What follows belongs to an exercise in optimizing a design on an open flow for small area, a short achievable clock period and few clock cycles; a production flow would make more cautious choices.
Where RTL was checked, it was by simulation tests only, not by an equivalence proof against the original.
Power figures rest on the tool's default switching activity, not on a simulated workload.

==> flow/design.v (excerpt) <==
module Top (
    input clk,
    input rst,
    output halt,
    input [31:0] M_ld_data,
    output [3:0] M_dm_w_en,
    output [15:0] M_alu_out_15_0,
    output [31:0] M_rs2_data,
    output [15:0] pc_15_0,
    input [31:0] inst
);
==> flow/config.mk <==
export PLATFORM = sky130hd
export DESIGN_NAME = Top
export DESIGN_NICKNAME = Top
export VERILOG_FILES = /design/flow/design.v
export SDC_FILE = /design/flow/constraint.sdc
export NUM_CORES = 4
export LEC_CHECK = 0
export CAP_MARGIN = 20
export CELL_PAD_IN_SITES_DETAIL_PLACEMENT = 1
export CELL_PAD_IN_SITES_GLOBAL_PLACEMENT = 1
export CORE_MARGIN = 2
export CORE_UTILIZATION = 30
export CTS_CLUSTER_DIAMETER = 100
export CTS_CLUSTER_SIZE = 22
export GPL_ROUTABILITY_DRIVEN = 1
export PLACE_DENSITY = 0.45
export SETUP_SLACK_MARGIN = 5
export SLEW_MARGIN = 20
==> flow/constraint.sdc <==
create_clock -name core_clock -period 10.0 [get_ports {clk}]
set_input_delay 2.0000 -clock core_clock [delete_from_list [all_inputs] [get_ports {clk}]]
set_output_delay 2.0000 -clock core_clock [all_outputs]
set_load 0.01 [all_outputs]
run.sh (not shown) runs the stock make flow with config.mk's settings and CLKGATE_MAP_FILE= SYNTH_SCRIPT=/design/flow/synth_recipe.tcl, a recipe that flattens the netlist after the stock synthesis.
==> next run, changes <==
==> flow/flow/run.sh (new file) <==
#!/bin/bash
# Own flow: the standard layout (standard.sh: same synthesis, steps and
# settings) with two changes to how the layout is made: the timing-repair
# steps aim for a larger setup margin, and the buffers that ORFS puts on
# every input and output port are buf_4 cells.  make's output goes to
# standard.log; every ORFS step keeps its own log under orfs/logs.
set -uo pipefail
bash standard.sh SETUP_SLACK_MARGIN=5.5 \
    "BUFFER_PORTS_ARGS=-buffer_cell sky130_fd_sc_hd__buf_4" finish > standard.log 2>&1
==> flow/standard.sh (new file) <==
#!/bin/bash
# synth_recipe.tcl (not shown) runs the flow's synth.tcl, then flattens the netlist and writes it again
# the make line also repeats each setting of config.mk as NAME=value (left out here)
make -C /OpenROAD-flow-scripts/flow DESIGN_CONFIG=/design/flow/config.mk WORK_HOME=/design/flow/orfs CLKGATE_MAP_FILE= SYNTH_SCRIPT=/design/flow/synth_recipe.tcl "${@:-finish}"
removed: flow/run.sh
Result: Power rises by about 3.5%; setup slack gets better by 0.21 ns; hold slack barely changes; routed wire length rises by 0.69%; clock skew falls by 0.0067 ns; sequential cell count stays the same; core utilization rises by 0.60 points; sequential power barely changes; global-route usage rises by 0.11 points; final area rises by about 1.7%; via count rises by about 1%.
==> next run, changes <==
==> flow/run.sh (new file) <==
#!/bin/bash
# synth_recipe.tcl (not shown) runs the flow's synth.tcl, then flattens the netlist and writes it again
# the make line also repeats each setting of config.mk as NAME=value (left out here)
make -C /OpenROAD-flow-scripts/flow DESIGN_CONFIG=/design/flow/config.mk WORK_HOME=/design/flow/orfs CLKGATE_MAP_FILE= SYNTH_SCRIPT=/design/flow/synth_recipe.tcl finish
CORE_UTILIZATION = 45   (was 30)
PLACE_DENSITY = 0.6   (was 0.45)
removed: flow/flow/run.sh
removed: flow/standard.sh
Result: Worst hold slack gains 0.014 ns; maximum frequency falls slightly; area after synthesis stays the same; final cell count goes down by roughly a tenth; die area is lower by a quarter to a third.
No functional check of the RTL was part of any run of this note.

* * *

job 1736:
Another version of the RTL of Top (not shown whole).
Size: about 5400 cells after synthesis, ~140 I/O pins, roughly 62000 µm² of cells after synthesis.
clock: 10.0 ns
lec_check: 0
cap_margin: 20
cell_pad_in_sites_detail_placement: 1
cell_pad_in_sites_global_placement: 1
core_margin: 2
core_utilization: 30
gpl_routability_driven: 1
place_density: 0.45
setup_slack_margin: 4.5
slew_margin: 20
Stock flow here: none of the scripts above is used.
Setup changes, job 1736 to job 3006
Settings: SETUP_SLACK_MARGIN removed (was 4.5).
- Per the comparison of job 3006 with job 1736, portion of the clock cycle consumed by the worst path in the final layout increased 25 points, fraction of area in non-clock buffers decreased 0.58 points.
- A capture point of the critical path of x_b[0]$_DFF_P_ is what job 3006 shows, while x_a[8]$_DFF_P_ belongs to job 1736.
- Job 3006: PASS, flow complete, no timing, DRC or antenna violations
- Footprint of the multi-input gates shrinks by a few percent when moving from job 1736 to job 3006.
- Compared with job 1736, job 3006 shows a lower buffer count from post-CTS setup fixing.
- Of job 3006 and job 1736, it is job 3006 that has the lower via count.
- Job 3006 ends up with a worst slack on hold paths that is 0.016 ns higher than in job 1736.
- In job 3006, maximum frequency is lower than in job 1736.
- NOTE count of filler cells inserted in the layout job 1736->job 3006 increased slightly
- What job 1736 reported for number of clock-tree buffers in the layout has to be multiplied by 1.06 to get the figure for job 3006.
- Final weighted congestion in routability-driven placement, job 3006 and job 1736: smaller value in job 3006
- Summary: with job 1736 as the reference, HPWL reported at the end of detailed placement in job 3006 moved up slightly.
For job 5415, these inputs were changed with respect to job 3006:
Settings: setting SETUP_SLACK_MARGIN to 5 for the first time.
### Flow results
- Looking at sequential share of layout area, job 5415 sits below job 3006.
- The flow did not stop early for job 5415: all stages ran, and the layout cleared the timing, design-rule and antenna checks.
- Delta (job 5415 minus job 3006): total wire length went up; smallest setup slack after layout went up; final-layout worst hold slack went down.
### job 5415 -> job 6126
Settings: CTS_BUF_LIST: unset -> sky130_fd_sc_hd__clkbuf_8.
Looking at launch point of the worst path, the inst[22] result is from job 5415; the x_b[2]$_DFF_P_ one comes from job 6126.
| non-clock buffer count | higher: job 6126 |
Maximum clock frequency of job 6126 falls short of that of job 5415 by a few percent.
Routed wire in job 6126 totals more than in job 5415.
On detailed route wirelength on metal2, job 6126 and job 5415 are basically level.
Job 6126 ends up with lower layout-stage area growth over the synthesis result than job 5415 does.
Re vias per cell: job 5415 was higher than job 6126.
No functional check of the RTL was part of any run of this note.

* * *

Another version of the RTL of Top (not shown whole).
Size in the first run: about 5200 cells after synthesis, about 1200 flip-flops, roughly 61000 µm² of cells after synthesis.
Settings: LEC_CHECK=0, CAP_MARGIN=20, CELL_PAD_IN_SITES_DETAIL_PLACEMENT=1, CELL_PAD_IN_SITES_GLOBAL_PLACEMENT=1, CORE_MARGIN=2, CORE_UTILIZATION=45, CTS_CLUSTER_DIAMETER=100, CTS_CLUSTER_SIZE=22, GPL_ROUTABILITY_DRIVEN=1, PLACE_DENSITY=0.7, SETUP_SLACK_MARGIN=5, SLEW_MARGIN=20; clock period 10.0 ns.
Testbench counts at the start, summed over its fixed seeds: cycles 337,112.
Rerun with:
- PLACE_DENSITY: 0.7 -> 0.6
Result: Via count shrinks by 2.0%. Design area barely changes. Clock power barely changes. Core utilization is about the same. Maximum frequency fell by 1.6%. Sequential cell count is unchanged. Non-clock buffer count increases by 23. Synthesized area does not change.

* * *

Starting RTL as in the previous note.
clock: 10.0 ns
lec_check: 0
cap_margin: 20
cell_pad_in_sites_detail_placement: 1
cell_pad_in_sites_global_placement: 1
core_margin: 2
core_utilization: 45
cts_cluster_diameter: 100
cts_cluster_size: 22
gpl_routability_driven: 1
place_density: 0.65
setup_slack_margin: 5
slew_margin: 20
Testbench counts at the start, summed over its fixed seeds: cycles 337,112.
Next try:
- PLACE_DENSITY: 0.65 -> 0.6
- TNS_END_PERCENT: unset -> 5
The changed run produced a clean layout.
Synthesized cell count is unchanged.
Global-route usage increases by 0.19 points.
Register-to-register slack gets worse by 0.33 ns.
Sequential cell count stays the same.

-- re-timing with driven ports --
In the flow no input, the clock included, has a driving cell. The finished layouts below were timed again as built, in two steps. Step 1: set_driving_cell puts a clkbuf_16 on clk and a buf_2 on each other input, an assumption about the parent block. Step 2 also shifts input and output timing later by t, the mid clock arrival at the registers, as if the neighbouring blocks saw the same clock. Slacks: no drivers / after step 1 / after step 2; pairs: no drivers / after step 1.
run | t (ns) | slack for setup (ns) | latest minus earliest clock arrival (ns) | worst register clock-pin slew, ns
the first run of note 1 | 0.825 | 4.588 / 4.501 / 4.125 | 0.079 / 0.080 | 0.11 / 0.11
the second run of note 1 | 0.845 | 4.799 / 4.701 / 4.493 | 0.072 / 0.072 | 0.10 / 0.10
the third run of note 1 | 0.803 | 4.746 / 4.663 / 4.130 | 0.057 / 0.057 | 0.10 / 0.10
job 1736 | 0.870 | 4.333 / 4.364 / 3.512 | 0.039 / 0.040 | 0.07 / 0.07
job 3006 | 0.911 | 1.871 / 1.871 / 1.871 | 0.044 / 0.044 | 0.08 / 0.08
job 5415 | 0.899 | 4.854 / 4.759 / 4.032 | 0.071 / 0.071 | 0.07 / 0.07
job 6126 | 1.050 | 4.689 / 4.606 / 3.901 | 0.117 / 0.116 | 0.08 / 0.08
the first run of note 3 | 0.799 | 4.828 / 4.773 / 4.141 | 0.068 / 0.069 | 0.11 / 0.11
the second run of note 3 | 0.803 | 4.746 / 4.663 / 4.130 | 0.057 / 0.057 | 0.10 / 0.10
the first run of note 4 | 0.834 | 4.828 / 4.747 / 4.074 | 0.096 / 0.097 | 0.11 / 0.11
the second run of note 4 | 0.822 | 4.633 / 4.655 / 3.875 | 0.056 / 0.056 | 0.10 / 0.10
After both steps every run listed still meets setup and hold. For job 5415, which loses most, drivers alone change the setup slack by -0.095 ns; drivers and shift together by -0.822 ns.
